Source: an optimization exercise on an open RTL-to-GDS flow (aim: small area). Production flows keep margins and buffers that such runs may drop. Only simulation tests tie the RTL to the original design; equivalence was not proved. No activity file was given, so power comes from the tool's default toggle rates.

==> design.v <==
`timescale 1ns / 1ps
module XNOR1x7_fa(
    input a,
    input b,
    input c,
    output s,
    output co
    );
    assign s  = a ^ b ^ c;
    assign co = (a & b) | (c & (a ^ b));
endmodule
module XNOR1x7_add #(parameter W = 8) (
    input  [W-1:0] a,
    input  [W-1:0] b,
    input          cin,
    output [W-1:0] s
    );
    wire [W:0] c;
    assign c[0] = cin;
    genvar i;
    generate
        for (i = 0; i < W; i = i + 1) begin : g_bit
            XNOR1x7_fa fa(.a(a[i]), .b(b[i]), .c(c[i]), .s(s[i]), .co(c[i+1]));
        end
    endgenerate
endmodule
module XNOR1x7_pop7(
    input  [6:0] x,
    output [2:0] p
    );
    wire s0, c0, s1, c1, c2;
    XNOR1x7_fa fa0(.a(x[0]), .b(x[1]), .c(x[2]), .s(s0), .co(c0));
    XNOR1x7_fa fa1(.a(x[3]), .b(x[4]), .c(x[5]), .s(s1), .co(c1));
    XNOR1x7_fa fa2(.a(s0), .b(s1), .c(x[6]), .s(p[0]), .co(c2));
    XNOR1x7_fa fa3(.a(c0), .b(c1), .c(c2), .s(p[1]), .co(p[2]));
endmodule
`timescale 1ns / 1ps
module BPU(
    input clk,
    input wld,           
    input whold,         
    input aadd,          
    input ahold,         
    input [6:0] rowsel,  
    input [6:0] m,       
    input [4:0] kneg,    
    input [6:0] wgt_input,
    output reg [6:0] popcnt_add
    );
    reg [6:0][6:0] wgt;
    wire [6:0][6:0] wgt_prev = {wgt[5:0], wgt_input};
    always @(posedge clk)
        wgt <= ({49{wld}} & wgt_prev) | ({49{whold}} & wgt);
    wire [6:0][6:0] wsel;
    genvar r;
    generate
        for (r = 0; r < 7; r = r + 1) begin : g_row
            assign wsel[r] = {7{rowsel[r]}} & wgt[r];
        end
    endgenerate
    wire [6:0] w = wsel[0] | wsel[1] | wsel[2] | wsel[3] | wsel[4] | wsel[5] | wsel[6];
    wire [6:0] x = ~(m ^ w);
    wire [2:0] pop;
    XNOR1x7_pop7 pc(.x(x), .p(pop));
    wire [4:0] t;
    XNOR1x7_add #(.W(4)) at(.a({1'b0, pop}), .b(kneg[4:1]), .cin(1'b0), .s(t[4:1]));
    assign t[0] = kneg[0];
    wire [6:0] sum;
    XNOR1x7_add #(.W(7)) aa(.a(popcnt_add), .b({t[4], t[4], t}), .cin(1'b0), .s(sum));
    always @(posedge clk)
        popcnt_add <= ({7{aadd}} & sum) | ({7{ahold}} & popcnt_add);
endmodule
`timescale 1ns / 1ps
module BPUG(
    input clk,
    input rst,
    input ce,                
    input sel,               
    input img_ld,            
    input img_hi,            
    input img_up,            
    input [7:0] bpu_en,      
    input [7:0] wsel,        
    input empt,              
    input padd,              
    input [6:0] rowsel,      
    input row7,              
    input [6:0] keep1,       
    input data_sel,
    input [4:0] kneg,
    input [7:0] data_in,
    output [7:0][6:0] bpu_out
    );
    wire load  = ~rst & ce & sel & img_ld;
    wire ld_lo = load & ~img_hi;
    wire ld_hi = load & img_hi;
    wire up    = ~rst & ce & img_up;
    wire h0    = ~rst & ~ld_lo;
    wire h_lo  = ~rst & ~ld_lo & ~up;
    wire h_hi  = ~rst & ~ld_hi & ~up;
    reg [15:0][7:0] img_reg;
    always @(posedge clk)
        img_reg[0] <= ({8{ld_lo}} & {img_reg[0][6:0], data_in[0]}) | ({8{h0}} & img_reg[0]);
    genvar r;
    generate
        for (r = 1; r < 16; r = r + 1) begin : g_img
            always @(posedge clk)
                img_reg[r] <= ({8{r < 8 ? ld_lo : ld_hi}} & {img_reg[r][6:0], data_in[r % 8]})
                            | ({8{up}} & img_reg[r-1])
                            | ({8{r < 8 ? h_lo : h_hi}} & img_reg[r]);
        end
    endgenerate
    wire [6:0][7:0] rowm;
    generate
        for (r = 0; r < 7; r = r + 1) begin : g_rowm
            assign rowm[r] = {8{rowsel[r]}} & img_reg[9 + r];
        end
    endgenerate
    wire [7:0] row = rowm[0] | rowm[1] | rowm[2] | rowm[3] | rowm[4] | rowm[5] | rowm[6];
    wire [6:0] rs = data_sel ? row[7:1] : row[6:0];
    wire [6:0] m  = rs | keep1 | {7{row7}};
    genvar k;
    generate
        for (k = 0; k < 8; k = k + 1) begin : g_bpu
            wire cek   = ce & bpu_en[k];
            wire wld   = ~rst & cek & sel & wsel[k];
            wire clr   = rst | (cek & empt);
            wire aadd  = ~clr & cek & padd;
            BPU bpu(
                .clk(clk),
                .wld(wld),
                .whold(~rst & ~wld),
                .aadd(aadd),
                .ahold(~clr & ~aadd),
                .rowsel(rowsel),
                .m(m),
                .kneg(kneg),
                .wgt_input(data_in[6:0]),
                .popcnt_add(bpu_out[k]));
        end
    endgenerate
endmodule
`timescale 1ns / 1ps
module BNNCore(
    input clk,
    input rst,
    input [31:0] data_in,        
    input [19:0] instruction,    
    output [31:0] result_bins    
    );
    wire empt        = instruction[0];
    wire [3:0] bpug_sel = instruction[4:1];
    wire [2:0] lut_sel  = instruction[3:1];
    wire bpu_add     = instruction[5];
    wire data_sel    = instruction[6];
    wire wgt_en      = instruction[7];
    wire img_en      = instruction[8];
    wire psum_add    = instruction[9];
    wire cal_bin_wr  = instruction[10];
    wire bias_wr     = instruction[11];
    wire pooling_en  = instruction[12];
    wire pooling_sel = instruction[13];
    wire img_reg_up  = instruction[15];
    wire img_reg_sel = instruction[16];
    wire [2:0] wgt_sel  = instruction[19:17];
    reg [15:0] bpug_enable;
    reg [2:0] bpu_enable;
    reg [2:0] height;
    wire cfg = img_reg_up & img_en;
    always @(posedge clk) begin
        if (rst) begin
            bpug_enable <= 0;
            height <= 0;
            bpu_enable <= 0;
        end else if (cfg) begin
            bpug_enable <= data_in[15:0];
            height <= data_in[18:16];
            bpu_enable <= data_in[21:19];
        end
    end
    wire [7:0] bpu_en;
    wire [7:0] wsel;
    wire [6:0] rowsel;
    genvar k;
    generate
        for (k = 0; k < 8; k = k + 1) begin : g_dec
            assign bpu_en[k] = bpu_enable >= k;
            assign wsel[k] = wgt_en & (wgt_sel == k);
            if (k < 7) begin : g_row
                assign rowsel[k] = lut_sel == k;
            end
        end
    endgenerate
    wire row7 = lut_sel == 3'd7;
    wire h7 = height == 3'd7;
    wire h5 = height >= 3'd5;
    wire [6:0] keep1 = {~h7, ~h5, 3'b000, ~h5, ~h7};
    wire [4:0] kneg = 5'd0 - {2'b00, height};
    wire [15:0][7:0][6:0] bpu_out;
    generate
        for (k = 0; k < 16; k = k + 1) begin : g_bpug
            BPUG bpug(
                .clk(clk),
                .rst(rst),
                .ce(bpug_enable[k]),
                .sel(bpug_sel == (k / 4)),
                .img_ld(img_en & ~img_reg_up),
                .img_hi(img_reg_sel),
                .img_up(img_reg_up & ~img_en),
                .bpu_en(bpu_en),
                .wsel(wsel),
                .empt(empt),
                .padd(bpu_add),
                .rowsel(rowsel),
                .row7(row7),
                .keep1(keep1),
                .data_sel(data_sel),
                .kneg(kneg),
                .data_in(data_in[8 * (k % 4) +: 8]),
                .bpu_out(bpu_out[k]));
        end
    endgenerate
    reg [63:0] bias;
    always @(posedge clk) begin
        if (rst) bias <= 0;
        else if (bias_wr) bias <= {bias[31:0], data_in};
    end
    wire [15:0][55:0] bpu_out_m;
    generate
        for (k = 0; k < 16; k = k + 1) begin : g_sel
            assign bpu_out_m[k] = {56{bpug_sel == k}} & bpu_out[k];
        end
    endgenerate
    reg [55:0] bpu_out_or;
    integer j;
    always @(*) begin
        bpu_out_or = 56'd0;
        for (j = 0; j < 16; j = j + 1)
            bpu_out_or = bpu_out_or | bpu_out_m[j];
    end
    wire [7:0][6:0] bpu_out_add = bpu_out_or;
    reg [7:0][10:0] cal_intern;
    generate
        for (k = 0; k < 8; k = k + 1) begin : g_acc
            wire [10:0] sum;
            XNOR1x7_add #(.W(11)) add(.a(cal_intern[k]),
                .b({{4{bpu_out_add[k][6]}}, bpu_out_add[k]}), .cin(1'b0), .s(sum));
            always @(posedge clk) begin
                if (rst | empt) cal_intern[k] <= {{3{bias[8*k+7]}}, bias[8*k +: 8]};
                else if (psum_add) cal_intern[k] <= sum;
            end
        end
    endgenerate
    wire [7:0] cal_bin;
    generate
        for (k = 0; k < 8; k = k + 1) begin : g_bin
            assign cal_bin[k] = ~cal_intern[k][10];
        end
    endgenerate
    reg [2:0][7:0] pooling_reg;
    reg [7:0][7:0] reg_bins;
    wire [1:0] pooling_cnt = {data_sel, pooling_sel};
    always @(posedge clk) begin
        if (rst) begin
            reg_bins <= 0;
            pooling_reg <= 0;
        end else if (cal_bin_wr) begin
            if (pooling_en) begin
                if (pooling_cnt != 2'b11)
                    pooling_reg[pooling_cnt] <= cal_bin;
                else
                    reg_bins <= {reg_bins[6:0], pooling_reg[0] | pooling_reg[1] | pooling_reg[2] | cal_bin};
            end else begin
                reg_bins <= {reg_bins[6:0], cal_bin};
            end
        end
    end
    generate
        for (k = 0; k < 32; k = k + 1) begin : g_res
            assign result_bins[k] = data_sel ? reg_bins[k % 8][k / 8 + 4] : reg_bins[k % 8][k / 8];
        end
    endgenerate
endmodule
`timescale 1ns / 1ps
module BNNCtrl(
    input clk,
    input rst,
    input pause,
    input [15:0] inst,
    output reg [19:0] bnncore_ctrl,
    output reg [13:0] data_addr,
    output reg data_cen,
    output reg data_wen,
    output [10:0] inst_addr
    );
    reg [15:0] pc1;
    reg [15:1][15:0] rf;       
    assign inst_addr = pc1[10:0];
    wire [4:0] op = inst[15:11];
    wire halt  = op[4];
    wire run   = ~rst & ~pause & ~halt;
    wire o_nul = op == 5'd0;
    wire o_l1l = op == 5'd1;
    wire o_l1h = op == 5'd2;
    wire o_ld2 = op == 5'd3;
    wire o_add = op == 5'd4;
    wire o_cmp = op == 5'd5;
    wire o_jmp = op == 5'd6;
    wire o_st  = op == 5'd11;
    wire o_mov = op == 5'd13;
    wire o_l3l = op == 5'd14;
    wire o_l3h = op == 5'd15;
    reg [3:0] osel;
    always @(*) begin
        if (o_mov) osel = {1'b0, inst[7:5]};
        else if (o_cmp) osel = inst[10:7] + 4'd4;
        else if (o_ld2) osel = 4'd1;
        else if (o_st) osel = 4'd3;
        else osel = inst[10:7];
    end
    wire [15:0][15:0] regs = {rf, pc1};
    wire [15:0] opnd = regs[osel];
    wire step = o_st ? inst[9] : inst[0];
    wire [6:0] imm = o_add ? inst[6:0] : (step ? 7'd1 : 7'h7f);
    wire [15:0] sum = opnd + {{9{imm[6]}}, imm};
    wire lt = ~(|opnd[15:7] | (opnd[6:0] >= inst[6:0]));
    reg [3:0] widx;
    reg wlo, whi;
    reg [15:0] wv;
    always @(*) begin
        widx = 4'd0; wlo = 1'b0; whi = 1'b0; wv = sum;
        if (o_l1l | o_l1h | o_l3l | o_l3h) begin
            widx = {o_l3l | o_l3h, inst[10:8]};
            wlo = o_l1l | o_l3l;
            whi = o_l1h | o_l3h;
            wv = {(o_l1h & inst[10:8] == 3'b011) ? inst[15:8] : inst[7:0], inst[7:0]};
        end else if (o_add) begin
            widx = inst[10:7]; wlo = 1'b1; whi = 1'b1; wv = sum;
        end else if (o_cmp) begin
            widx = 4'd4; wlo = 1'b1; whi = 1'b1; wv = {15'd0, lt};
        end else if (o_mov) begin
            widx = {1'b0, inst[10:8]}; wlo = 1'b1; whi = 1'b1; wv = opnd;
        end else if (o_ld2) begin
            widx = 4'd1; wlo = 1'b1; whi = 1'b1; wv = sum;
        end else if (o_st) begin
            widx = 4'd3; wlo = 1'b1; whi = 1'b1; wv = sum;
        end
    end
    genvar i;
    generate
        for (i = 1; i < 16; i = i + 1) begin : g_rf
            wire wl = run & wlo & (widx == i);
            wire wh = run & whi & (widx == i);
            always @(posedge clk) begin
                if (rst) rf[i] <= 16'd0;
                else begin
                    if (wl) rf[i][7:0] <= wv[7:0];
                    if (wh) rf[i][15:8] <= wv[15:8];
                end
            end
        end
    endgenerate
    wire jump = o_jmp & (|rf[4]);
    wire [15:0] pc1_next;
    XNOR1x7_add #(.W(16)) apc(.a(pc1), .b(jump ? {5'h1f, ~inst[10:0]} : 16'd0), .cin(1'b1), .s(pc1_next));
    always @(posedge clk) begin
        if (rst) pc1 <= 16'd0;
        else if (run) begin
            if (o_mov & inst[10:8] == 3'd0) pc1 <= opnd;
            else pc1 <= pc1_next;
        end
    end
    always @(posedge clk) begin
        if (rst) begin
            data_cen <= 1'b1;
            data_wen <= 1'b1;
            data_addr <= 14'd0;
        end else if (pause) begin
            data_cen <= 1'b1;
        end else if (~halt) begin
            data_cen <= ~(o_ld2 | o_st);
            if (o_ld2 | o_st) begin
                data_wen <= o_ld2;
                data_addr <= opnd[13:0];
            end
        end
    end
    always @(posedge clk) begin
        if (rst | pause) bnncore_ctrl <= 20'd0;
        else if (~halt) begin
            case (op)
            5'd0: ;
            5'd3: case (inst[10:9])
                2'b00: bnncore_ctrl <= {inst[6:4], 9'd0, 1'b1, 4'd0, inst[8:7], 1'b0};
                2'b01: bnncore_ctrl <= 20'h00800;
                2'b10: bnncore_ctrl <= {bnncore_ctrl[19:17], inst[6], 7'd0, 1'b1, 5'd0, inst[8:7], 1'b0};
                2'b11: bnncore_ctrl <= {bnncore_ctrl[19:16], 1'b1, 6'd0, 1'b1, 8'd0};
                endcase
            5'd7: bnncore_ctrl <= {bnncore_ctrl[19:17], 16'd0, 1'b1};
            5'd8: bnncore_ctrl <= {bnncore_ctrl[19:17], 10'd0, inst[7], 1'b1, 1'b0, inst[10:8], 1'b0};
            5'd9: bnncore_ctrl <= {bnncore_ctrl[19:17], 7'd0, 1'b1, 4'd0, inst[10:7], 1'b0};
            5'd10: bnncore_ctrl <= {bnncore_ctrl[19:17], 3'd0, inst[8], inst[10], bnncore_ctrl[11], 1'b1, 3'd0, inst[9], 6'd0};
            5'd11: bnncore_ctrl <= {bnncore_ctrl[19:17], 2'd0, 1'b1, 7'd0, inst[10], 6'd0};
            5'd12: bnncore_ctrl <= {bnncore_ctrl[19:17], 1'b0, 1'b1, 15'd0};
            default: bnncore_ctrl <= 20'd0;
            endcase
        end
    end
endmodule
`timescale 1ns / 1ps
module BNN(
    input         clk,
    input         rst,         
    input         pause,
    output [10:0] inst_addr,   
    input  [15:0] inst,        
    output [13:0] data_addr,   
    output        data_cen,    
    output        data_wen,    
    output [31:0] data_d,      
    input  [31:0] data_q       
    );
    wire [19:0] bnncore_ctrl;
    BNNCtrl BNNCtrl(
        .clk(clk),
        .rst(rst),
        .pause(pause),
        .inst(inst),
        .bnncore_ctrl(bnncore_ctrl),
        .data_addr(data_addr),
        .data_cen(data_cen),
        .data_wen(data_wen),
        .inst_addr(inst_addr));
    BNNCore BNNCore(
        .clk(clk),
        .rst(rst),
        .data_in(data_q),
        .instruction(bnncore_ctrl),
        .result_bins(data_d));
endmodule
==> flow/run.sh <==
#!/bin/bash
# Layout flow: the standard layout, with two changes.
#  1. Synthesis is the standard synthesis script (synth_recipe.tcl) with the
#     combinational mapping done by an area-oriented ABC script
#     (flow/abc_area.script). Registers are mapped by Yosys before ABC runs,
#     so they keep the standard synthesis's names and cell types.
#  2. Clock tree synthesis runs without dummy loads, with clkbuf_4 buffers.
# Each tool's output goes to a log file in this folder.
set -euo pipefail
W=$(pwd)
ABC_SCRIPT=$W/flow/abc_area.script

# synthesis script: synth_recipe.tcl with the ABC script replaced
{
  head -n 1 synth_recipe.tcl
  cat <<EOF
proc abc {args} {
  set i [lsearch -exact \$args -script]
  if {\$i >= 0} { lset args [expr {\$i + 1}] {$ABC_SCRIPT} }
  yosys abc {*}\$args
}
EOF
  tail -n +2 synth_recipe.tcl
} > own_synth.tcl
sed "s#SYNTH_SCRIPT=[^ ]*synth_recipe.tcl#SYNTH_SCRIPT=$W/own_synth.tcl#" standard.sh > own_standard.sh
grep -q "SYNTH_SCRIPT=$W/own_synth.tcl" own_standard.sh

bash own_standard.sh synth > synth.log 2>&1

export CTS_ARGS="-sink_clustering_enable -repair_clock_nets -dont_use_dummy_load -buf_list sky130_fd_sc_hd__clkbuf_4"
bash standard.sh finish > layout.log 2>&1
test -f out/final.def
==> flow/abc_area.script <==
&get -n
&st
&dch
&nf -R 1000 -p -F 8 -A 8
&put
topo
stime -c
==> standard.sh <==
#!/bin/bash
# synth_recipe.tcl (not shown) runs the flow's synth.tcl, then flattens the netlist and writes it again
# the make line also repeats each setting of config.mk as NAME=value (left out here)
make -C /OpenROAD-flow-scripts/flow DESIGN_CONFIG=/design/flow/config.mk WORK_HOME=/design/flow/orfs CLKGATE_MAP_FILE= SYNTH_SCRIPT=/design/flow/synth_recipe.tcl "${@:-finish}"
==> config.mk <==
export PLATFORM = sky130hd
export DESIGN_NAME = BNN
export DESIGN_NICKNAME = BNN
export VERILOG_FILES = /design/flow/design.v
export SDC_FILE = /design/flow/constraint.sdc
export NUM_CORES = 8
export LEC_CHECK = 0
export ABC_CLOCK_PERIOD_IN_PS = 10000
export CAP_MARGIN = 20
export CORE_MARGIN = 2
export CORE_UTILIZATION = 60
export PLACE_DENSITY = 0.7
export SLEW_MARGIN = 20
==> constraint.sdc <==
create_clock -name core_clock -period 10.0 [get_ports {clk}]
set_input_delay 2.0000 -clock core_clock [delete_from_list [all_inputs] [get_ports {clk}]]
set_output_delay 2.0000 -clock core_clock [all_outputs]
set_load 0.01 [all_outputs]
==> results of run 1 <==
[worst max path at each step]
stage	startpoint	to	cells after the start
after global placement	inst[13]	BNNCtrl.pc1[15]$_SDFFE_PP0P_	28
after global routing	BNNCtrl.bnncore_ctrl[1]$_SDFFE_PP0P_	BNNCore.cal_intern[43]$_DFFE_PP_	24
after floorplan	BNNCtrl.bnncore_ctrl[3]$_SDFFE_PP0P_	BNNCore.g_bpug[10].bpug.g_bpu[2].bpu.wgt[0]$_DFF_P_	5
after CTS	BNNCtrl.bnncore_ctrl[1]$_SDFFE_PP0P_	BNNCore.cal_intern[43]$_DFFE_PP_	24
after detailed placement	inst[13]	BNNCtrl.pc1[15]$_SDFFE_PP0P_	28
final	BNNCtrl.bnncore_ctrl[1]$_SDFFE_PP0P_	BNNCore.cal_intern[43]$_DFFE_PP_	24
[logic make-up after synthesis]
kind of cell             after synthesis  synth area share
flip-flops                          9769             0.505
buffers and inverters               3596            0.0348
adder cells (fa/ha/maj)             1793            0.0866
XOR/XNOR                            1306            0.0294
multiplexers                         111           0.00296
AND/OR/NAND/NOR                     3804            0.0425
AO/OA/AOI/OAI                      13285             0.298
[power by group through the flow]
stage	sequential, µW	combinational [µW]	clock (µW)
global placement	39900	1790	0
floorplan	39900	873	0
detailed placement	39900	1810	0
finish	39000	1880	26300
global route	39000	1960	28500
CTS	39000	1820	26700
[placed cells by master, fill, tap and decap left out, types with 55 or more instances in the layout]
master	synthesis	layout
nand2_1	1178	1171
nand4_1	55	55
nor2_1	1202	988
a21oi_1	283	273
o31ai_1	101	101
a222oi_1	3349	3349
xnor2_1	1018	1018
dfxtp_1	9681	9672
a211oi_1	280	239
buf_4	11	901
clkbuf_4	0	2553
a22o_1	7209	7209
a22oi_1	1206	1206
buf_12	0	102
edfxtp_1	88	88
a221o_1	131	131
nor3_1	182	104
nor2_2	0	138
a221oi_1	164	164
nand3_1	927	921
mux2i_1	79	79
nor3_2	0	71
ha_1	298	297
o21ai_0	360	343
xor2_1	288	288
diode_2	0	60
clkinv_1	3585	3582
o22ai_1	97	97
clkdlybuf4s50_1	0	78
nor2_4	0	76
fa_1	1495	1495
[stage by stage]
stage,hold WS [ns],std cells,total power [µW],worst slack [ns],cell area [µm²]
after floorplan,0.426,33664,40800,-19.33,389000
after global placement,0.430,43333,41700,0.257,411000
after detailed placement,0.436,43339,41700,0.560,412000
after CTS,0.143,45890,67500,1.45,431000
after global routing,0.283,45957,69500,0.995,432000
final,0.376,45989,67200,1.22,432000
[worst max-delay path: stages (launching register included)]
cell	delay [ns]
dfxtp_1	0.49
nor3_4	0.85
buf_12	0.36
buf_4	0.47
and2_2	0.79
a221o_1	0.51
a221o_1	0.18
a221o_1	0.21
a221o_1	0.16
ha_1	0.15
clkinv_1	0.08
fa_1	0.42
fa_1	0.45
fa_1	0.45
fa_1	0.44
fa_1	0.44
fa_1	0.40
clkinv_1	0.07
fa_1	0.17
clkinv_1	0.08
fa_1	0.42
fa_1	0.41
xnor2_1	0.18
xnor2_1	0.14
o21ai_0	0.09
[cell type report]
| type | instances | area share |
|---|---|---|
| well taps | 8613 | 0.0250 |
| diodes | 60 | 0.000348 |
| flip-flops and latches | 9769 | 0.455 |
| clock buffers | 2551 | 0.0444 |
| repair buffers | 1112 | 0.0238 |
| inverters | 3585 | 0.0312 |
| multi-input cells | 20299 | 0.420 |
[Yosys cell counts, types with 283 or more instances]
master,count
xor2_1,288
nor2_1,1202
a22o_1,7209
xnor2_1,1018
o21ai_0,360
dfxtp_1,9681
fa_1,1495
a22oi_1,1206
a21oi_1,283
ha_1,298
a222oi_1,3349
clkinv_1,3585
nand3_1,927
nand2_1,1178
[layer usage]
metal	track usage	vias to the layer above	routed length, µm
li1	-	141319	-
met1	0.506	158699	513000
met2	0.541	17375	544000
met3	0.103	2873	145000
met4	0.224	24	77400
met5	0.00241	-	370
==> impl_metrics.csv, run 1 <==
group,metric,value,unit
clock_tree,clock_path_buffers,5,
floorplanning,dieArea,0.654,mm²
clock_tree,htreeDepth,8,
min_path,hold_depth,1,
sta,setup_viol,0,
clock_tree,path_clk_slew,0.06,ns
global_routing,antenna_found_initial,61,
detailed_routing,dr_total_vias,320290,
synthesis,netlist_top_cells_area,"dfxtp_1, a22o_1, a222oi_1",
synthesis,synth_edf_count,88,
detailed_routing,drc,0,
synthesis,syn_avg_cell_area,11.5,µm²
synthesis,synth.distinct_cells,53,
global_routing,grt_overflow,0,
setup_path,r2r_slack,1.22,ns
detailed_routing,viasPerCell,6.96,
pwr,pwr-share-clk,0.391,
pwr,power_frac_comb,0.028,
detailed_routing,drtIter0Drc,50612,
detailed_routing,drtAntennaViolNets,0,
placement,hpwl,800000,µm
placement,routabilityCongestion,1.03,
finish,largest_register_ff_count,6272,
global_routing,grt_max_degree,123,
synthesis,ys_warn_count,4,
sta,drv_slew,0,
sta,max-slew-margin-rel,0.140,
run_status,outcome,"timing/DRC/antenna clean",
clock_tree,cts_root_buf,"clkbuf_4",
sta,skew,0.166,ns
clock_tree,clk_latency,2.06,ns
setup_path,worst-setup-path-type,"register to register",
pwr,p_int,51000,µW
synthesis,syn-cell-area,0.389,mm²
pwr,max-vdd-ir-drop,0.000145,V
setup_path,timing.rr.end,"BNNCore.cal_intern[43]$_DFFE_PP_",
setup_path,critPathMaxFanout,26,
floorplanning,io_pins,110,
sta,period_share,0.878,
clock_tree,post_cts.repair.setup_buffers,0,
finish,multiInputGateArea,0.181,mm²
detailed_routing,drt-total-wl,1280000,µm
global_routing,grt_pass1_vias,305155,
min_path,hp-start,"BNNCore.g_bpug[2].bpug.g_bpu[4].bpu.wgt[0]$_DFF_P_",
clock_tree,numCtsBuffers,2551,
flow_run,drv_cap,0,
clock_tree,postCtsResizedCells,0,
setup_path,start_kind,"register",
setup_path,r2r_start,"BNNCtrl.bnncore_ctrl[1]$_SDFFE_PP0P_",
floorplanning,start_util,0.602,
pwr,p_sw,16200,µW
finish,layout-drive-gt1-share,0.110,
synthesis,synth_cells,33664,
sta,hold_viol_final,0,
clock_tree,hold_buffers,0,
sta,max_slew.worst_pin.slew,1.29,ns
min_path,hold_path.class,"register to register",
synthesis,synth_top_flop_cell,"dfxtp_1",
pwr,p_sw_frac,0.241,
floorplanning,die_w,809,µm
placement,port_buffers,109,
sta,fin_setup_tns,0,ns
finish,fillers,50692,
sta,period_needed,8.78,ns
finish,syn_to_final_growth,11.1,%
pwr,p_leak,0.160,µW
global_routing,gr-usage-all-layers,0.376,
global_routing,grt_pass1_wl,1910000,µm
floorplanning,core_area,0.646,mm²
setup_path,r2r_cells,24,
sta,rsz0062_at_grt,"false",
finish,fin_nets,39162,
synthesis,synthArstFlopShare,0,
synthesis,yosysTopAreaCell,"dfxtp_1",
synthesis,seq_area_frac_synth,0.505,
setup_path,required,11.67,ns
pwr,power_density,156,mW/mm²
setup_path,critPathCaptureType,"register",
pwr,sequentialPowerShare,0.581,
floorplanning,rows,295,
clock_tree,clock_sinks,9769,
detailed_routing,drtPass1Iterations,22,
finish,final_util,0.669,
finish,seq_area,0.196,mm²
setup_path,arrival,10.44,ns
min_path,worst_hold_path.endpoint,"BNNCore.g_bpug[2].bpug.g_bpu[4].bpu.wgt[7]$_DFF_P_",
clock_tree,cts_tree,"yes",
floorplanning,die_h,809,µm
detailed_routing,wire_per_inst,27.8,µm
synthesis,synth_top_area_share,0.499,
synthesis,ys_ff_latch,9769,
sta,fmax,114,MHz
==> inputs of run 2 (changes only) <==
--- a/design.v
+++ b/design.v
@@ -240,15 +240,18 @@
     end
     wire [7:0][6:0] bpu_out_add = bpu_out_or;
     reg [7:0][10:0] cal_intern;
+    wire cal_ld   = rst | empt;
+    wire cal_add  = ~cal_ld & psum_add;
+    wire cal_hold = ~cal_ld & ~psum_add;
     generate
         for (k = 0; k < 8; k = k + 1) begin : g_acc
             wire [10:0] sum;
             XNOR1x7_add #(.W(11)) add(.a(cal_intern[k]),
                 .b({{4{bpu_out_add[k][6]}}, bpu_out_add[k]}), .cin(1'b0), .s(sum));
-            always @(posedge clk) begin
-                if (rst | empt) cal_intern[k] <= {{3{bias[8*k+7]}}, bias[8*k +: 8]};
-                else if (psum_add) cal_intern[k] <= sum;
-            end
+            always @(posedge clk)
+                cal_intern[k] <= ({11{cal_ld}} & {{3{bias[8*k+7]}}, bias[8*k +: 8]})
+                               | ({11{cal_add}} & sum)
+                               | ({11{cal_hold}} & cal_intern[k]);
         end
     endgenerate
     wire [7:0] cal_bin;
@@ -319,7 +322,20 @@
         else osel = inst[10:7];
     end
     wire [15:0][15:0] regs = {rf, pc1};
-    wire [15:0] opnd = regs[osel];
+    wire [15:0][15:0] regs_m;
+    genvar j;
+    generate
+        for (j = 0; j < 16; j = j + 1) begin : g_opnd
+            assign regs_m[j] = {16{osel == j}} & regs[j];
+        end
+    endgenerate
+    reg [15:0] opnd;
+    integer n;
+    always @(*) begin
+        opnd = 16'd0;
+        for (n = 0; n < 16; n = n + 1)
+            opnd = opnd | regs_m[n];
+    end
     wire step = o_st ? inst[9] : inst[0];
     wire [6:0] imm = o_add ? inst[6:0] : (step ? 7'd1 : 7'h7f);
     wire [15:0] sum = opnd + {{9{imm[6]}}, imm};
--- a/flow/run.sh
+++ b/flow/run.sh
@@ -4,7 +4,8 @@
 #     combinational mapping done by an area-oriented ABC script
 #     (flow/abc_area.script). Registers are mapped by Yosys before ABC runs,
 #     so they keep the standard synthesis's names and cell types.
-#  2. Clock tree synthesis runs without dummy loads, with clkbuf_4 buffers.
+#  2. Clock tree synthesis runs without dummy loads, with clkbuf_8 buffers
+#     and clusters of at most 14 sinks within 50 um.
 # Each tool's output goes to a log file in this folder.
 set -euo pipefail
 W=$(pwd)
@@ -27,6 +28,6 @@
 
 bash own_standard.sh synth > synth.log 2>&1
 
-export CTS_ARGS="-sink_clustering_enable -repair_clock_nets -dont_use_dummy_load -buf_list sky130_fd_sc_hd__clkbuf_4"
+export CTS_ARGS="-sink_clustering_enable -repair_clock_nets -dont_use_dummy_load -buf_list sky130_fd_sc_hd__clkbuf_8 -sink_clustering_size 14 -sink_clustering_max_diameter 50"
 bash standard.sh finish > layout.log 2>&1
 test -f out/final.def
--- a/config.mk
+++ b/config.mk
@@ -8,6 +8,6 @@
 export ABC_CLOCK_PERIOD_IN_PS = 10000
 export CAP_MARGIN = 20
 export CORE_MARGIN = 2
-export CORE_UTILIZATION = 60
-export PLACE_DENSITY = 0.7
+export CORE_UTILIZATION = 55
+export PLACE_DENSITY = 0.65
 export SLEW_MARGIN = 20
==> run 2 against run 1 <==
Now fails the layout checks on slew limit. Clock power is 21% lower. Sequential cell count stayed put. First-iteration DRC count is 5.2% lower. Routed wire length is 0.84% lower. Die area is 8.6% higher. Total power is 9.2% lower. Sequential power hardly changed. Via count is 3.7% lower. Critical endpoint is now BNNCore.cal_intern[76]$_DFF_P_. Largest cell class unchanged.
==> impl_metrics.csv, run 2 <==
group,metric,value,unit
setup_path,start_kind,"register",
setup_path,critPathMaxFanout,23,
sta,setup_slack,1.17,ns
sta,rsz0062_at_grt,"false",
setup_path,crit_chain,"nor2b_4 -> a222oi_1 -> nand3_1 -> a221o_1 -> a221o_1 -> a221o_1 -> a221o_1 -> ha_1 -> fa_1 -> fa_1 -> fa_1 -> fa_1 -> fa_1 -> fa_1 -> fa_1 -> clkinv_1 -> fa_1 -> clkinv_1 -> fa_1 -> xor2_1 -> xnor2_1 -> o211ai_1",
floorplanning,die_h,843,µm
setup_path,worst-setup-path-type,"register to register",
floorplanning,start_util,0.551,
setup_path,worstSetupStartpoint,"BNNCtrl.bnncore_ctrl[4]$_SDFFE_PP0P_",
pwr,power_density,144,mW/mm²
detailed_routing,wire_per_inst,28.5,µm
synthesis,netlist_top_cells_area,"dfxtp_1, a22o_1, a222oi_1",
flow_run,drv_cap,0,
synthesis,ys_warn_count,4,
floorplanning,die_w,843,µm
synthesis,synth_top_area_share,0.505,
min_path,hold_path.class,"register to register",
sta,fmax,113,MHz
clock_tree,htreeDepth,6,
setup_path,arrival,10.12,ns
synthesis,synthTopCellsByCount,"dfxtp_1, a22o_1, clkinv_1",
sta,hold_viol_final,0,
sta,max_slew.worst_pin.slew,1.52,ns
sta,max-slew-margin-rel,-0.0162,
floorplanning,dieArea,0.711,mm²
clock_tree,cts_root_buf,"clkbuf_8",
detailed_routing,drc,0,
min_path,hp-start,"BNNCore.g_bpug[11].bpug.img_reg[47]$_DFF_P_",
synthesis,synth_top_flop_cell,"dfxtp_1",
clock_tree,clk_latency,1.46,ns
setup_path,r2r_start,"BNNCtrl.bnncore_ctrl[4]$_SDFFE_PP0P_",
synthesis,synth_most_common_cell,"dfxtp_1",
run_status,outcome,"complete, but fails checks",
setup_path,slowest_delay,0.97,ns
floorplanning,rows,308,
setup_path,path_buf_inv,2,
sta,skew,0.133,ns
setup_path,r2r_slack,1.17,ns
clock_tree,hold_buffers,0,
placement,dp_slack,0.454,ns
pwr,p_leak,0.155,µW
setup_path,cp_common_cell,"fa_1",
finish,final_common_cell,"dfxtp_1",
global_routing,grt_overflow,0,
setup_path,required,11.28,ns
placement,port_buffers,109,
clock_tree,post_cts.repair.setup_buffers,0,
run_status,checkFailReasons,"slew limit",
global_routing,grt_pass1_vias,289036,
sta,period_needed,8.83,ns
clock_tree,path_clk_slew,0.09,ns
synthesis,synth.distinct_cells,53,
floorplanning,core_area,0.703,mm²
setup_path,cp_top_family,"adder cells",
sta,fin_setup_tns,0,ns
detailed_routing,drt-total-wl,1270000,µm
synthesis,synthArstFlopShare,0,
placement,routabilityCongestion,1.00,
pwr,max-vdd-ir-drop,0.000155,V
global_routing,gr-usage-all-layers,0.339,
placement,hpwl,801000,µm
synthesis,synth_edf_count,0,
global_routing,grt_max_degree,107,
global_routing,antenna_found_initial,55,
detailed_routing,drtAntennaViolNets,0,
setup_path,timing.rr.end,"BNNCore.cal_intern[76]$_DFF_P_",
floorplanning,io_pins,110,
finish,fin_nets,37075,
global_routing,grt_pass1_wl,1880000,µm
sta,period_share,0.883,
detailed_routing,viasPerCell,6.92,
finish,layout-drive-gt1-share,0.0670,
detailed_routing,drtIter0Drc,47969,
synthesis,ys_ff_latch,9769,
clock_tree,clock_sinks,9769,
finish,layout_common_cells,"dfxtp_1, a22o_1, clkinv_1",
finish,largest_register_ff_count,6272,
sta,setup_viol,0,
synthesis,seq_area_frac_synth,0.505,
detailed_routing,drtPass1Iterations,19,
synthesis,synth_cells,33298,
synthesis,syn_avg_cell_area,11.6,µm²
pwr,finalPower,61000,µW
setup_path,endpoint,"BNNCore.cal_intern[76]$_DFF_P_",
clock_tree,numCtsBuffers,880,
detailed_routing,dr_total_vias,308478,
finish,syn_to_final_growth,9.44,%
sta,drv_slew,1,
setup_path,critPathCaptureType,"register",
synthesis,yosysTopAreaCell,"dfxtp_1",
synthesis,syn-cell-area,0.387,mm²
clock_tree,clock_path_buffers,4,
setup_path,crit_slowest_cell,"dfxtp_2",
clock_tree,postCtsResizedCells,0,
clock_tree,cts_tree,"yes",
setup_path,r2r_cells,22,
setup_path,crit_cells,22,
## run 2: report_power, final
group,leakage [µW],internal (µW),switching [µW]
logic,0.0700,217,1240
clock network,0.00633,7780,12900
registers,0.0786,38900,9.13
## run 2: logic make-up (layout without fill, tap and decap cells)
logic type,count (synthesis),count (layout),share of synthesized area
mux,96,96,0.00258
xor+xnor,1312,1312,0.0297
flops,9769,9769,0.505
compound gates,13214,13214,0.301
fa+ha+maj,1794,1794,0.0869
simple gates,3522,3522,0.0397
other cells,0,34,0
buf+inv,3591,5521,0.0349
## run 2: metrics by stage
stage / std cells / area [µm²] / hold slack (ns) / util
2_1_floorplan: 33298 / 388000 / 0.426 / -
3_3_place_gp: 43588 / 410000 / 0.440 / 0.584
3_5_place_dp: 43597 / 410000 / 0.447 / 0.584
4_1_cts: 44477 / 423000 / 0.360 / 0.601
5_1_grt: 44534 / 424000 / 0.398 / 0.603
6_report: 44562 / 424000 / 0.350 / 0.603
## run 2: worst min path at each step
stage,endpoint,cells after the start,slack (ns)
finish,BNNCore.g_bpug[11].bpug.img_reg[55]$_DFF_P_,2,0.35
floorplan,BNNCore.pooling_reg[22]$_SDFFE_PP0P_,2,0.43
detailed placement,BNNCore.g_bpug[1].bpug.g_bpu[6].bpu.popcnt_add[4]$_DFF_P_,2,0.45
CTS,BNNCore.g_bpug[11].bpug.img_reg[55]$_DFF_P_,2,0.36
global placement,BNNCore.g_bpug[1].bpug.g_bpu[3].bpu.popcnt_add[4]$_DFF_P_,2,0.44
global route,BNNCore.g_bpug[11].bpug.img_reg[55]$_DFF_P_,2,0.40
## run 2: layout make-up
class	instances	area (µm²)
well taps	9300	11600
inverters	3580	13500
multi-input cells	19938	181000
repair buffers	1061	9910
diodes	34	85.1
fillers	57839	279000
clock buffers	880	12100
flip-flops and latches	9769	196000
## run 2: worst reg2reg max path: stages, from the launching register on
cell	delay, ns
dfxtp_2	0.97
nor2b_4	0.42
a222oi_1	0.97
nand3_1	0.44
a221o_1	0.55
a221o_1	0.32
a221o_1	0.30
a221o_1	0.30
ha_1	0.21
fa_1	0.42
fa_1	0.42
fa_1	0.42
fa_1	0.43
fa_1	0.46
fa_1	0.44
fa_1	0.41
clkinv_1	0.07
fa_1	0.17
clkinv_1	0.08
fa_1	0.40
xor2_1	0.18
xnor2_1	0.17
o211ai_1	0.10
## run 2: layer usage
metal / share of wire / GRT usage
met1: 0.42 / 0.473
met2: 0.43 / 0.503
met3: 0.096 / 0.0688
met4: 0.057 / 0.167
met5: 0.00015 / 0
==> inputs of run 3 (changes only) <==
--- a/design.v
+++ b/design.v
@@ -278,9 +278,10 @@
             end
         end
     end
+    wire store = instruction[14];
     generate
         for (k = 0; k < 32; k = k + 1) begin : g_res
-            assign result_bins[k] = data_sel ? reg_bins[k % 8][k / 8 + 4] : reg_bins[k % 8][k / 8];
+            assign result_bins[k] = store & (data_sel ? reg_bins[k % 8][k / 8 + 4] : reg_bins[k % 8][k / 8]);
         end
     endgenerate
 endmodule
==> flow/run.sh (replaced) <==
#!/bin/bash
# Layout flow: the standard layout (standard.sh), unchanged except for
# clock tree synthesis, which runs without dummy loads, with clkbuf_8
# buffers and clusters of at most 14 sinks within 50 um.
# Each tool's output goes to a log file in this folder.
set -euo pipefail
export CTS_ARGS="-sink_clustering_enable -repair_clock_nets -dont_use_dummy_load -buf_list sky130_fd_sc_hd__clkbuf_8 -sink_clustering_size 14 -sink_clustering_max_diameter 50"
bash standard.sh synth > synth.log 2>&1
bash standard.sh finish > layout.log 2>&1
test -f out/final.def
--- a/config.mk
+++ b/config.mk
@@ -5,9 +5,10 @@
 export SDC_FILE = /design/flow/constraint.sdc
 export NUM_CORES = 8
 export LEC_CHECK = 0
+export ABC_AREA = 1
 export ABC_CLOCK_PERIOD_IN_PS = 10000
-export CAP_MARGIN = 20
+export CAP_MARGIN = 30
 export CORE_MARGIN = 2
 export CORE_UTILIZATION = 55
 export PLACE_DENSITY = 0.65
-export SLEW_MARGIN = 20
+export SLEW_MARGIN = 40
removed: flow/abc_area.script
==> run 3 against run 2 <==
The run now finishes clean. Combinational power rose by 21%. Worst hold slack better by 0.053 ns. Highest routed layer unchanged. Final cell count rose by 28%. Clock-buffer cell count is 30 higher. Core utilization fell by 2.1 points. Total power is 1.3% higher. Sequential cell count is 1 higher.
==> impl_metrics.csv, run 3 <==
group,metric,value,unit
detailed_routing,viasPerCell,6.18,
pwr,power_density,140,mW/mm²
synthesis,seq_area_frac_synth,0.468,
synthesis,synth_most_common_cell,"inv_1",
run_status,outcome,"timing/DRC/antenna clean",
clock_tree,clock_path_buffers,4,
synthesis,synth.distinct_cells,53,
sta,fmax,113,MHz
clock_tree,clk_latency,1.54,ns
detailed_routing,drtIter0Drc,39420,
min_path,worst_hold_path.endpoint,"BNNCore.g_bpug[14].bpug.img_reg[39]$_DFF_P_",
detailed_routing,met3_length,137000,µm
synthesis,synth_top_area_share,0.468,
detailed_routing,routed-wl-met2,620000,µm
placement,dpl.cell_count,55869,
floorplanning,die_h,876,µm
global_routing,grt_pass1_vias,329168,
setup_path,crit_slowest_cell,"fa_1",
setup_path,critPathMaxFanout,38,
clock_tree,cts_root_buf,"clkbuf_8",
clock_tree,numCtsBuffers,910,
clock_tree,htreeDepth,6,
setup_path,cp_common_cell,"fa_1",
detailed_routing,drtPass1Iterations,10,
setup_path,timing.rr.end,"BNNCore.g_bpug[1].bpug.g_bpu[6].bpu.popcnt_add[6]$_DFF_P_",
sta,period_needed,8.86,ns
global_routing,grt_max_degree,119,
detailed_routing,drc,0,
finish,largest_register_ff_count,6272,
setup_path,required,11.32,ns
setup_path,r2r_cells,26,
setup_path,start_kind,"register",
clock_tree,hold_buffers,0,
finish,syn_to_final_growth,5.60,%
setup_path,critPathCaptureType,"register",
floorplanning,rows,320,
flow_run,drv_cap,0,
synthesis,netlist_top_cells_area,"dfxtp_1, o22ai_1, inv_1",
synthesis,yosysTopAreaCell,"dfxtp_1",
sta,skew,0.138,ns
floorplanning,dieArea,0.767,mm²
placement,place_area,0.429,mm²
setup_path,worst-setup-path-type,"register to register",
placement,port_buffers,109,
synthesis,synth_edf_count,0,
finish,instances_no_fill,56821,
synthesis,ys_ff_latch,9770,
finish,fin_area,0.441,mm²
synthesis,synthTopCellsByCount,"inv_1, dfxtp_1, o22ai_1",
sta,rsz0062_at_grt,"false",
pwr,p_leak,0.153,µW
detailed_routing,drtAntennaViolNets,0,
clock_tree,cts_tree,"yes",
setup_path,r2r_start,"BNNCtrl.bnncore_ctrl[3]$_SDFFE_PP0P_",
sta,max_slew.worst_pin.slew,1.11,ns
detailed_routing,wire_per_inst,25.2,µm
detailed_routing,drt-total-wl,1430000,µm
floorplanning,die_w,876,µm
sta,setup_viol,0,
global_routing,gr-usage-all-layers,0.357,
global_routing,grt_overflow,0,
detailed_routing,dr_total_vias,351018,
synthesis,synthArstFlopShare,0,
finish,layout_common_cells,"inv_1, dfxtp_1, o22ai_1",
placement,routabilityCongestion,1.07,
sta,hold_viol_final,0,
clock_tree,post_cts.repair.setup_buffers,0,
min_path,hold_path.class,"register to register",
detailed_routing,top_layer,"met5",
sta,fin_setup_tns,0,ns
setup_path,r2r_slack,1.14,ns
finish,layout-drive-gt1-share,0.0483,
global_routing,antenna_found_initial,83,
clock_tree,clock_sinks,9770,
synthesis,synth_top_flop_cell,"dfxtp_1",
floorplanning,start_util,0.551,
clock_tree,path_clk_slew,0.09,ns
min_path,hp-start,"BNNCore.g_bpug[14].bpug.img_reg[31]$_DFF_P_",
sta,drv_slew,0,
floorplanning,io_pins,110,
min_path,hold_depth,2,
placement,hpwl,940000,µm
synthesis,syn_avg_cell_area,8.71,µm²
sta,period_share,0.886,
detailed_routing,wl_met1,582000,µm
sta,max-slew-margin-rel,0.257,
finish,fin_nets,48485,
clock_tree,postCtsResizedCells,0,
setup_path,slowest_delay,0.93,ns
floorplanning,core_area,0.758,mm²
finish,final_common_cell,"inv_1",
synthesis,synth_cells,48002,
synthesis,syn-cell-area,0.418,mm²
synthesis,ys_warn_count,4,
global_routing,grt_pass1_wl,2100000,µm
pwr,max-vdd-ir-drop,0.000162,V
setup_path,arrival,10.18,ns
## run 3: cell count changes in the layout (fill, tap and decap cells not counted), moves of 3121 or more
cell	change
clkinv_1	-3562
a222oi_1	-3425
nand2_1	+3121
o22ai_1	+7497
a22o_1	-7163
inv_1	+10357
## run 3: metal layers
layer / track usage / vias to the layer above
met5: 0 / -
li1: - / 160705
met2: 0.546 / 15696
met4: 0.190 / 40
met1: 0.481 / 171291
met3: 0.0660 / 3286
## run 3: worst max path at each step
stage                                                     from                                                         end  slack [ns]  cells after the start
after floorplan                 BNNCore.height[0]$_SDFFE_PP0P_  BNNCore.g_bpug[12].bpug.g_bpu[4].bpu.popcnt_add[6]$_DFF_P_        0.80                     14
after global placement                                inst[14]                                BNNCtrl.pc1[14]$_SDFFE_PP0P_        0.23                     29
after detailed placement                              inst[14]                                BNNCtrl.pc1[14]$_SDFFE_PP0P_        0.45                     27
after CTS                 BNNCtrl.bnncore_ctrl[3]$_SDFFE_PP0P_   BNNCore.g_bpug[1].bpug.g_bpu[2].bpu.popcnt_add[6]$_DFF_P_        1.19                     27
after global routing      BNNCtrl.bnncore_ctrl[3]$_SDFFE_PP0P_   BNNCore.g_bpug[9].bpug.g_bpu[6].bpu.popcnt_add[6]$_DFF_P_        0.88                     26
final                     BNNCtrl.bnncore_ctrl[3]$_SDFFE_PP0P_   BNNCore.g_bpug[1].bpug.g_bpu[6].bpu.popcnt_add[6]$_DFF_P_        1.14                     26
## run 3: final cells by class
cell class / count / area, µm²
antenna: 40 / 100
clock buffer: 910 / 12500
fill: 67924 / 317000
inverter: 10487 / 39600
multi-input combinational: 24469 / 172000
sequential: 9770 / 196000
tap: 10143 / 12700
timing repair buffer: 1002 / 9190
## run 3: cell families (layout without fill, tap and decap cells)
logic type                 after synthesis  after routing  share of synthesized area
AOI/OAI and AO/OA                    14692          14692                      0.234
xor gates and xnor gates              1281           1281                     0.0268
adders and majority gates             1794           1794                     0.0806
buffers and inverters                13763          12399                      0.125
DFF                                   9770           9770                      0.468
other                                    0             40                          0
and+or+nand+nor                       6702           6702                     0.0656
## run 3: per-stage QoR
step	power, µW	hold slack, ns	utilization	setup WS (ns)
5_1_grt	63500	0.443	0.582	0.877
3_3_place_gp	41500	0.446	0.564	0.234
3_5_place_dp	41500	0.448	0.565	0.450
6_report	61800	0.403	0.582	1.14
4_1_cts	62000	0.407	0.582	1.19
2_1_floorplan	40800	0.434	-	0.796
## run 3: worst max-delay path: cells and delay by family (launching register included)
kind / cells / cell delay [ns]
AOI/OAI and AO/OA: 5 / 0.77
xor gates and xnor gates: 3 / 0.53
adders and majority gates: 8 / 3.77
buffers and inverters: 8 / 1.46
DFF: 1 / 0.59
and+or+nand+nor: 2 / 1.41
## run 3: where the power goes
group / leakage (µW) / total [µW] / internal [µW] / switching [µW]
registers: 0.0787 / 38900 / 38900 / 23.4
logic: 0.0681 / 1760 / 321 / 1440
clock network: 0.00654 / 21200 / 8030 / 13100
==> inputs of run 4 (changes only) <==
--- a/design.v
+++ b/design.v
@@ -1,38 +1,23 @@
 `timescale 1ns / 1ps
-module XNOR1x7_fa(
-    input a,
-    input b,
-    input c,
-    output s,
-    output co
+module XNOR1x7_hold(
+    input ld,
+    input d,
+    input hold,
+    input q,
+    output y
     );
-    assign s  = a ^ b ^ c;
-    assign co = (a & b) | (c & (a ^ b));
+    assign y = (ld & d) | (hold & q);
 endmodule
-module XNOR1x7_add #(parameter W = 8) (
-    input  [W-1:0] a,
-    input  [W-1:0] b,
-    input          cin,
-    output [W-1:0] s
+module XNOR1x7_hold2(
+    input ld,
+    input d,
+    input ld2,
+    input d2,
+    input hold,
+    input q,
+    output y
     );
-    wire [W:0] c;
-    assign c[0] = cin;
-    genvar i;
-    generate
-        for (i = 0; i < W; i = i + 1) begin : g_bit
-            XNOR1x7_fa fa(.a(a[i]), .b(b[i]), .c(c[i]), .s(s[i]), .co(c[i+1]));
-        end
-    endgenerate
-endmodule
-module XNOR1x7_pop7(
-    input  [6:0] x,
-    output [2:0] p
-    );
-    wire s0, c0, s1, c1, c2;
-    XNOR1x7_fa fa0(.a(x[0]), .b(x[1]), .c(x[2]), .s(s0), .co(c0));
-    XNOR1x7_fa fa1(.a(x[3]), .b(x[4]), .c(x[5]), .s(s1), .co(c1));
-    XNOR1x7_fa fa2(.a(s0), .b(s1), .c(x[6]), .s(p[0]), .co(c2));
-    XNOR1x7_fa fa3(.a(c0), .b(c1), .c(c2), .s(p[1]), .co(p[2]));
+    assign y = (ld & d) | (ld2 & d2) | (hold & q);
 endmodule
 `timescale 1ns / 1ps
 module BPU(
@@ -49,8 +34,15 @@
     );
     reg [6:0][6:0] wgt;
     wire [6:0][6:0] wgt_prev = {wgt[5:0], wgt_input};
+    wire [48:0] wgt_d;
+    genvar b;
+    generate
+        for (b = 0; b < 49; b = b + 1) begin : g_wh
+            XNOR1x7_hold h(.ld(wld), .d(wgt_prev[b / 7][b % 7]), .hold(whold), .q(wgt[b / 7][b % 7]), .y(wgt_d[b]));
+        end
+    endgenerate
     always @(posedge clk)
-        wgt <= ({49{wld}} & wgt_prev) | ({49{whold}} & wgt);
+        wgt <= wgt_d;
     wire [6:0][6:0] wsel;
     genvar r;
     generate
@@ -60,15 +52,47 @@
     endgenerate
     wire [6:0] w = wsel[0] | wsel[1] | wsel[2] | wsel[3] | wsel[4] | wsel[5] | wsel[6];
     wire [6:0] x = ~(m ^ w);
+    wire s0 = x[0] ^ x[1] ^ x[2];
+    wire c0 = (x[0] & x[1]) | (x[2] & (x[0] ^ x[1]));
+    wire s1 = x[3] ^ x[4] ^ x[5];
+    wire c1 = (x[3] & x[4]) | (x[5] & (x[3] ^ x[4]));
     wire [2:0] pop;
-    XNOR1x7_pop7 pc(.x(x), .p(pop));
+    assign pop[0] = s0 ^ s1 ^ x[6];
+    wire c2 = (s0 & s1) | (x[6] & (s0 ^ s1));
+    assign pop[1] = c0 ^ c1 ^ c2;
+    assign pop[2] = (c0 & c1) | (c2 & (c0 ^ c1));
     wire [4:0] t;
-    XNOR1x7_add #(.W(4)) at(.a({1'b0, pop}), .b(kneg[4:1]), .cin(1'b0), .s(t[4:1]));
+    wire [4:1] tc;
     assign t[0] = kneg[0];
+    assign t[1] = pop[0] ^ kneg[1];
+    assign tc[2] = pop[0] & kneg[1];
+    genvar i;
+    generate
+        for (i = 2; i < 4; i = i + 1) begin : g_t
+            assign t[i] = pop[i-1] ^ kneg[i] ^ tc[i];
+            assign tc[i+1] = (pop[i-1] & kneg[i]) | (tc[i] & (pop[i-1] ^ kneg[i]));
+        end
+    endgenerate
+    assign t[4] = kneg[4] ^ tc[4];
+    wire [6:0] b7 = {t[4], t[4], t};
     wire [6:0] sum;
-    XNOR1x7_add #(.W(7)) aa(.a(popcnt_add), .b({t[4], t[4], t}), .cin(1'b0), .s(sum));
+    wire [7:1] sc;
+    assign sum[0] = popcnt_add[0] ^ b7[0];
+    assign sc[1] = popcnt_add[0] & b7[0];
+    generate
+        for (i = 1; i < 7; i = i + 1) begin : g_s
+            assign sum[i] = popcnt_add[i] ^ b7[i] ^ sc[i];
+            assign sc[i+1] = (popcnt_add[i] & b7[i]) | (sc[i] & (popcnt_add[i] ^ b7[i]));
+        end
+    endgenerate
+    wire [6:0] acc_d;
+    generate
+        for (b = 0; b < 7; b = b + 1) begin : g_ah
+            XNOR1x7_hold h(.ld(aadd), .d(sum[b]), .hold(ahold), .q(popcnt_add[b]), .y(acc_d[b]));
+        end
+    endgenerate
     always @(posedge clk)
-        popcnt_add <= ({7{aadd}} & sum) | ({7{ahold}} & popcnt_add);
+        popcnt_add <= acc_d;
 endmodule
 `timescale 1ns / 1ps
 module BPUG(
@@ -99,17 +123,21 @@
     wire h_lo  = ~rst & ~ld_lo & ~up;
     wire h_hi  = ~rst & ~ld_hi & ~up;
     reg [15:0][7:0] img_reg;
-    always @(posedge clk)
-        img_reg[0] <= ({8{ld_lo}} & {img_reg[0][6:0], data_in[0]}) | ({8{h0}} & img_reg[0]);
-    genvar r;
+    wire [15:0][7:0] img_d;
+    genvar r, b;
     generate
+        for (b = 0; b < 8; b = b + 1) begin : g_img0
+            XNOR1x7_hold h(.ld(ld_lo), .d(b == 0 ? data_in[0] : img_reg[0][b - 1]), .hold(h0), .q(img_reg[0][b]), .y(img_d[0][b]));
+        end
         for (r = 1; r < 16; r = r + 1) begin : g_img
-            always @(posedge clk)
-                img_reg[r] <= ({8{r < 8 ? ld_lo : ld_hi}} & {img_reg[r][6:0], data_in[r % 8]})
-                            | ({8{up}} & img_reg[r-1])
-                            | ({8{r < 8 ? h_lo : h_hi}} & img_reg[r]);
+            for (b = 0; b < 8; b = b + 1) begin : g_bit
+                XNOR1x7_hold2 h(.ld(r < 8 ? ld_lo : ld_hi), .d(b == 0 ? data_in[r % 8] : img_reg[r][b - 1]),
+                    .ld2(up), .d2(img_reg[r-1][b]), .hold(r < 8 ? h_lo : h_hi), .q(img_reg[r][b]), .y(img_d[r][b]));
+            end
         end
     endgenerate
+    always @(posedge clk)
+        img_reg <= img_d;
     wire [6:0][7:0] rowm;
     generate
         for (r = 0; r < 7; r = r + 1) begin : g_rowm
@@ -167,21 +195,21 @@
     reg [2:0] bpu_enable;
     reg [2:0] height;
     wire cfg = img_reg_up & img_en;
-    always @(posedge clk) begin
-        if (rst) begin
-            bpug_enable <= 0;
-            height <= 0;
-            bpu_enable <= 0;
-        end else if (cfg) begin
-            bpug_enable <= data_in[15:0];
-            height <= data_in[18:16];
-            bpu_enable <= data_in[21:19];
+    wire cfg_ld = ~rst & cfg;
+    wire cfg_hold = ~rst & ~cfg;
+    wire [21:0] cfg_q = {bpu_enable, height, bpug_enable};
+    wire [21:0] cfg_d;
+    genvar k;
+    generate
+        for (k = 0; k < 22; k = k + 1) begin : g_cfg
+            XNOR1x7_hold h(.ld(cfg_ld), .d(data_in[k]), .hold(cfg_hold), .q(cfg_q[k]), .y(cfg_d[k]));
         end
-    end
+    endgenerate
+    always @(posedge clk)
+        {bpu_enable, height, bpug_enable} <= cfg_d;
     wire [7:0] bpu_en;
     wire [7:0] wsel;
     wire [6:0] rowsel;
-    genvar k;
     generate
         for (k = 0; k < 8; k = k + 1) begin : g_dec
             assign bpu_en[k] = bpu_enable >= k;
@@ -221,10 +249,16 @@
         end
     endgenerate
     reg [63:0] bias;
-    always @(posedge clk) begin
-        if (rst) bias <= 0;
-        else if (bias_wr) bias <= {bias[31:0], data_in};
-    end
+    wire bias_ld = ~rst & bias_wr;
+    wire bias_hold = ~rst & ~bias_wr;
+    wire [63:0] bias_d;
+    generate
+        for (k = 0; k < 64; k = k + 1) begin : g_bias
+            XNOR1x7_hold h(.ld(bias_ld), .d(k < 32 ? data_in[k % 32] : bias[k - 32]), .hold(bias_hold), .q(bias[k]), .y(bias_d[k]));
+        end
+    endgenerate
+    always @(posedge clk)
+        bias <= bias_d;
     wire [15:0][55:0] bpu_out_m;
     generate
         for (k = 0; k < 16; k = k + 1) begin : g_sel
@@ -243,15 +277,25 @@
     wire cal_ld   = rst | empt;
     wire cal_add  = ~cal_ld & psum_add;
     wire cal_hold = ~cal_ld & ~psum_add;
+    genvar i;
     generate
         for (k = 0; k < 8; k = k + 1) begin : g_acc
+            wire [10:0] b = {{4{bpu_out_add[k][6]}}, bpu_out_add[k]};
+            wire [10:0] bx = {{3{bias[8*k+7]}}, bias[8*k +: 8]};
             wire [10:0] sum;
-            XNOR1x7_add #(.W(11)) add(.a(cal_intern[k]),
-                .b({{4{bpu_out_add[k][6]}}, bpu_out_add[k]}), .cin(1'b0), .s(sum));
+            wire [11:1] c;
+            assign sum[0] = cal_intern[k][0] ^ b[0];
+            assign c[1] = cal_intern[k][0] & b[0];
+            wire [10:0] cal_d;
+            for (i = 1; i < 11; i = i + 1) begin : g_add
+                assign sum[i] = cal_intern[k][i] ^ b[i] ^ c[i];
+                assign c[i+1] = (cal_intern[k][i] & b[i]) | (c[i] & (cal_intern[k][i] ^ b[i]));
+            end
+            for (i = 0; i < 11; i = i + 1) begin : g_h
+                XNOR1x7_hold2 h(.ld(cal_ld), .d(bx[i]), .ld2(cal_add), .d2(sum[i]), .hold(cal_hold), .q(cal_intern[k][i]), .y(cal_d[i]));
+            end
             always @(posedge clk)
-                cal_intern[k] <= ({11{cal_ld}} & {{3{bias[8*k+7]}}, bias[8*k +: 8]})
-                               | ({11{cal_add}} & sum)
-                               | ({11{cal_hold}} & cal_intern[k]);
+                cal_intern[k] <= cal_d;
         end
     endgenerate
     wire [7:0] cal_bin;
@@ -263,21 +307,27 @@
     reg [2:0][7:0] pooling_reg;
     reg [7:0][7:0] reg_bins;
     wire [1:0] pooling_cnt = {data_sel, pooling_sel};
-    always @(posedge clk) begin
-        if (rst) begin
-            reg_bins <= 0;
-            pooling_reg <= 0;
-        end else if (cal_bin_wr) begin
-            if (pooling_en) begin
-                if (pooling_cnt != 2'b11)
-                    pooling_reg[pooling_cnt] <= cal_bin;
-                else
-                    reg_bins <= {reg_bins[6:0], pooling_reg[0] | pooling_reg[1] | pooling_reg[2] | cal_bin};
-            end else begin
-                reg_bins <= {reg_bins[6:0], cal_bin};
-            end
+    wire rb_ld = ~rst & cal_bin_wr & (~pooling_en | pooling_cnt == 2'b11);
+    wire rb_hold = ~rst & ~rb_ld;
+    wire [7:0] rb_in = pooling_en ? (pooling_reg[0] | pooling_reg[1] | pooling_reg[2] | cal_bin) : cal_bin;
+    wire [63:0] rb_d;
+    generate
+        for (k = 0; k < 64; k = k + 1) begin : g_rb
+            XNOR1x7_hold h(.ld(rb_ld), .d(k < 8 ? rb_in[k % 8] : reg_bins[k / 8 - 1][k % 8]), .hold(rb_hold),
+                .q(reg_bins[k / 8][k % 8]), .y(rb_d[k]));
         end
-    end
+    endgenerate
+    always @(posedge clk)
+        reg_bins <= rb_d;
+    wire [2:0][7:0] pool_d;
+    generate
+        for (k = 0; k < 24; k = k + 1) begin : g_pool
+            wire pl = ~rst & cal_bin_wr & pooling_en & (pooling_cnt == k / 8);
+            XNOR1x7_hold h(.ld(pl), .d(cal_bin[k % 8]), .hold(~rst & ~pl), .q(pooling_reg[k / 8][k % 8]), .y(pool_d[k / 8][k % 8]));
+        end
+    endgenerate
+    always @(posedge clk)
+        pooling_reg <= pool_d;
     wire store = instruction[14];
     generate
         for (k = 0; k < 32; k = k + 1) begin : g_res
@@ -363,30 +413,41 @@
             widx = 4'd3; wlo = 1'b1; whi = 1'b1; wv = sum;
         end
     end
-    genvar i;
+    genvar i, b;
     generate
         for (i = 1; i < 16; i = i + 1) begin : g_rf
-            wire wl = run & wlo & (widx == i);
-            wire wh = run & whi & (widx == i);
-            always @(posedge clk) begin
-                if (rst) rf[i] <= 16'd0;
-                else begin
-                    if (wl) rf[i][7:0] <= wv[7:0];
-                    if (wh) rf[i][15:8] <= wv[15:8];
-                end
+            wire wl = ~rst & run & wlo & (widx == i);
+            wire wh = ~rst & run & whi & (widx == i);
+            wire [15:0] d;
+            for (b = 0; b < 16; b = b + 1) begin : g_b
+                XNOR1x7_hold h(.ld(b < 8 ? wl : wh), .d(wv[b]), .hold(b < 8 ? ~rst & ~wl : ~rst & ~wh), .q(rf[i][b]), .y(d[b]));
             end
+            always @(posedge clk)
+                rf[i] <= d;
         end
     endgenerate
     wire jump = o_jmp & (|rf[4]);
+    wire [15:0] pb = jump ? {5'h1f, ~inst[10:0]} : 16'd0;
     wire [15:0] pc1_next;
-    XNOR1x7_add #(.W(16)) apc(.a(pc1), .b(jump ? {5'h1f, ~inst[10:0]} : 16'd0), .cin(1'b1), .s(pc1_next));
-    always @(posedge clk) begin
-        if (rst) pc1 <= 16'd0;
-        else if (run) begin
-            if (o_mov & inst[10:8] == 3'd0) pc1 <= opnd;
-            else pc1 <= pc1_next;
+    wire [16:0] pcc;
+    assign pcc[0] = 1'b1;
+    generate
+        for (b = 0; b < 16; b = b + 1) begin : g_pc
+            assign pc1_next[b] = pc1[b] ^ pb[b] ^ pcc[b];
+            assign pcc[b+1] = (pc1[b] & pb[b]) | (pcc[b] & (pc1[b] ^ pb[b]));
         end
-    end
+    endgenerate
+    wire pc_ld = ~rst & run;
+    wire pc_hold = ~rst & ~run;
+    wire [15:0] pc_in = (o_mov & inst[10:8] == 3'd0) ? opnd : pc1_next;
+    wire [15:0] pc_d;
+    generate
+        for (b = 0; b < 16; b = b + 1) begin : g_pch
+            XNOR1x7_hold h(.ld(pc_ld), .d(pc_in[b]), .hold(pc_hold), .q(pc1[b]), .y(pc_d[b]));
+        end
+    endgenerate
+    always @(posedge clk)
+        pc1 <= pc_d;
     always @(posedge clk) begin
         if (rst) begin
             data_cen <= 1'b1;
==> config.mk (replaced) <==
export PLATFORM = sky130hd
export DESIGN_NAME = BNN
export DESIGN_NICKNAME = BNN
export VERILOG_FILES = /design/flow/design.v
export SDC_FILE = /design/flow/constraint.sdc
export NUM_CORES = 8
export LEC_CHECK = 0
export ABC_CLOCK_PERIOD_IN_PS = 10000
export CAP_MARGIN = 25
export CORE_MARGIN = 2
export CORE_UTILIZATION = 55
export PLACE_DENSITY = 0.65
export SLEW_MARGIN = 35
export SYNTH_HIERARCHICAL = 1
export SYNTH_MINIMUM_KEEP_SIZE = 0
==> run 4 against run 3 <==
Synthesized cell count is 29% lower. Final area is 2.8% lower. Clock power is 3% lower. Core utilization is 1.9 points higher. Fmax is 2.5% higher. Clock skew is 0.0095 ns higher. Routed wire length is 4.8% lower. Final cell count is 21% lower. Sequential power hardly changed. First-iteration DRC count is 31% higher. Sequential share of layout area is 1.3 points higher. Critical path type unchanged. Largest power group unchanged. Highest routed layer unchanged.
==> impl_metrics.csv, run 4 <==
group,metric,value,unit
setup_path,r2r_cells,23,
clock_tree,htreeDepth,6,
floorplanning,die_h,850,µm
setup_path,critPathMaxFanout,36,
clock_tree,post_cts.repair.setup_buffers,0,
finish,layout-drive-gt1-share,0.0787,
synthesis,syn-cell-area,0.394,mm²
detailed_routing,drtAntennaViolNets,0,
sta,hold_viol_final,0,
synthesis,ys_warn_count,10,
placement,dp_slack,0.400,ns
setup_path,timing.rr.end,"BNNCore.g_bpug[2].bpug.g_bpu[4].bpu.popcnt_add[6]$_DFF_P_",
setup_path,r2r_slack,1.35,ns
clock_tree,hold_buffers,0,
min_path,hold_path.class,"register to register",
finish,syn_to_final_growth,8.87,%
clock_tree,clk_latency,1.51,ns
global_routing,grt_overflow,0,
finish,seq_area,0.196,mm²
finish,multiInputGateArea,0.185,mm²
clock_tree,cts_tree,"yes",
synthesis,synth_most_common_cell,"dfxtp_1",
detailed_routing,drtIter0Drc,51535,
run_status,outcome,"timing/DRC/antenna clean",
setup_path,worst-setup-path-type,"register to register",
finish,layout_common_cells,"dfxtp_1, a22o_1, inv_1",
setup_path,arrival,9.94,ns
global_routing,grt_pass1_vias,292363,
synthesis,synth_cells,33958,
flow_run,drv_cap,0,
detailed_routing,dr_total_vias,313660,
synthesis,synth_edf_count,0,
sta,skew,0.148,ns
floorplanning,core_area,0.713,mm²
-- run 4: cell types whose count changed after synthesis, moves of 325 or more --
cell | previous run | this run
a21oi_1 | 1261 | 222
a221oi_1 | 614 | 77
a222oi_1 | 0 | 3026
a22o_1 | 70 | 7792
a22oi_1 | 113 | 2288
clkbuf_1 | 2629 | 69
inv_1 | 10393 | 4010
nand2_1 | 4236 | 238
nand3_1 | 1395 | 1070
o21ai_0 | 1856 | 84
o221ai_1 | 2364 | 18
o22ai_1 | 7526 | 66
-- run 4: Yosys stat by module, one instance, submodules excluded, a selection --
module,flip-flops and latches,times used,area (µm²),cells
BNNCore,262,1,15800,1663
BPUG,128,16,3240,245
XNOR1x7_hold,0,7726,8.76,1
BPU,56,128,1720,121
BNNCtrl,292,1,11400,1145
XNOR1x7_hold2,0,2008,13.8,2
-- run 4: worst max-delay path by stage --
stage,startpoint,endpoint,slack [ns],cells past startpoint
floorplan,BNNCtrl.bnncore_ctrl[1]$_SDFFE_PP0P_,BNNCore.g_bpug[15].bpug.g_bpu[4].bpu.popcnt_add[6]$_DFF_P_,-12.55,21
global placement,inst[12],BNNCtrl.rf[78]$_DFF_P_,0.22,22
detailed placement,inst[12],BNNCtrl.rf[78]$_DFF_P_,0.40,22
CTS,BNNCtrl.bnncore_ctrl[2]$_SDFFE_PP0P_,BNNCore.g_bpug[2].bpug.g_bpu[2].bpu.popcnt_add[6]$_DFF_P_,1.51,23
global route,inst[11],BNNCtrl.rf[62]$_DFF_P_,1.21,22
finish,BNNCtrl.bnncore_ctrl[2]$_SDFFE_PP0P_,BNNCore.g_bpug[2].bpug.g_bpu[4].bpu.popcnt_add[6]$_DFF_P_,1.35,23
-- run 4: routing by layer --
metal  global-route usage  wire length, µm  vias up
met2                0.528           587000    15375
li1                     -                -   137255
met4                0.167            69600       46
met1                0.510           576000   158371
met5                    0              326        -
met3               0.0651           130000     2613
-- run 4: where the power goes --
part / internal, µW / switching (µW) / total, µW
clock network: 7670 / 12900 / 20500
logic: 658 / 2220 / 2880
registers: 38900 / 9.24 / 38900
total: 47200 / 15100 / 62300
-- run 4: critical path, cell delays in order (launching register included) --
cell      delay (ns)
dfxtp_4         0.73
nor2b_1         0.26
nand2_1         0.42
inv_8           0.80
buf_12          0.33
buf_12          0.25
a222oi_1        0.14
nand3_1         0.16
nor2_1          0.09
o21ai_4         0.58
xor2_1          0.20
fa_1            0.53
fa_2            0.36
fa_1            0.54
inv_1           0.17
fa_1            0.53
inv_1           0.05
fa_1            0.39
fa_1            0.43
fa_2            0.38
fa_2            0.36
xnor2_1         0.20
xnor2_1         0.10
a22o_1          0.22
-- run 4: layout make-up --
class,count,share of cell area
Tap cell,9516,0.0278
Sequential cell,9770,0.456
Clock buffer,867,0.0278
Inverter,4014,0.0352
Antenna cell,69,0.000402
Multi-Input combinational cell,19879,0.431
Timing Repair Buffer,1001,0.0220
-- run 4: logic make-up (layout without fill, tap and decap cells) --
logic type               after synthesis  count (layout)  synth area share
XOR/XNOR                            1312            1312            0.0292
AND/OR/NAND/NOR                     2618            2618            0.0328
flip-flops                          9770            9770             0.496
AO/OA/AOI/OAI                      13881           13881             0.307
buffers and inverters               4403            5882            0.0444
other                                  2             165         0.0000191
multiplexers                         182             182           0.00515
adder cells (fa/ha/maj)             1790            1790            0.0853
-- run 4: per-stage QoR --
step / setup TNS [ns] / cells / hold WS [ns]
after floorplan: -9513.02 / 34052 / 0.431
after global placement: 0 / 44148 / 0.445
after detailed placement: 0 / 44178 / 0.447
after CTS: 0 / 45045 / 0.429
after global routing: 0 / 45060 / 0.419
final: 0 / 45116 / 0.422

Re-timed with assumed drivers on the ports (clkbuf_16 on the clock, buf_2 on other inputs), run 4 has 1.353 ns of setup slack against 1.353 ns with ideal ports, and -0.005 ns once port delays also move by the mid clock arrival of 1.582 ns.
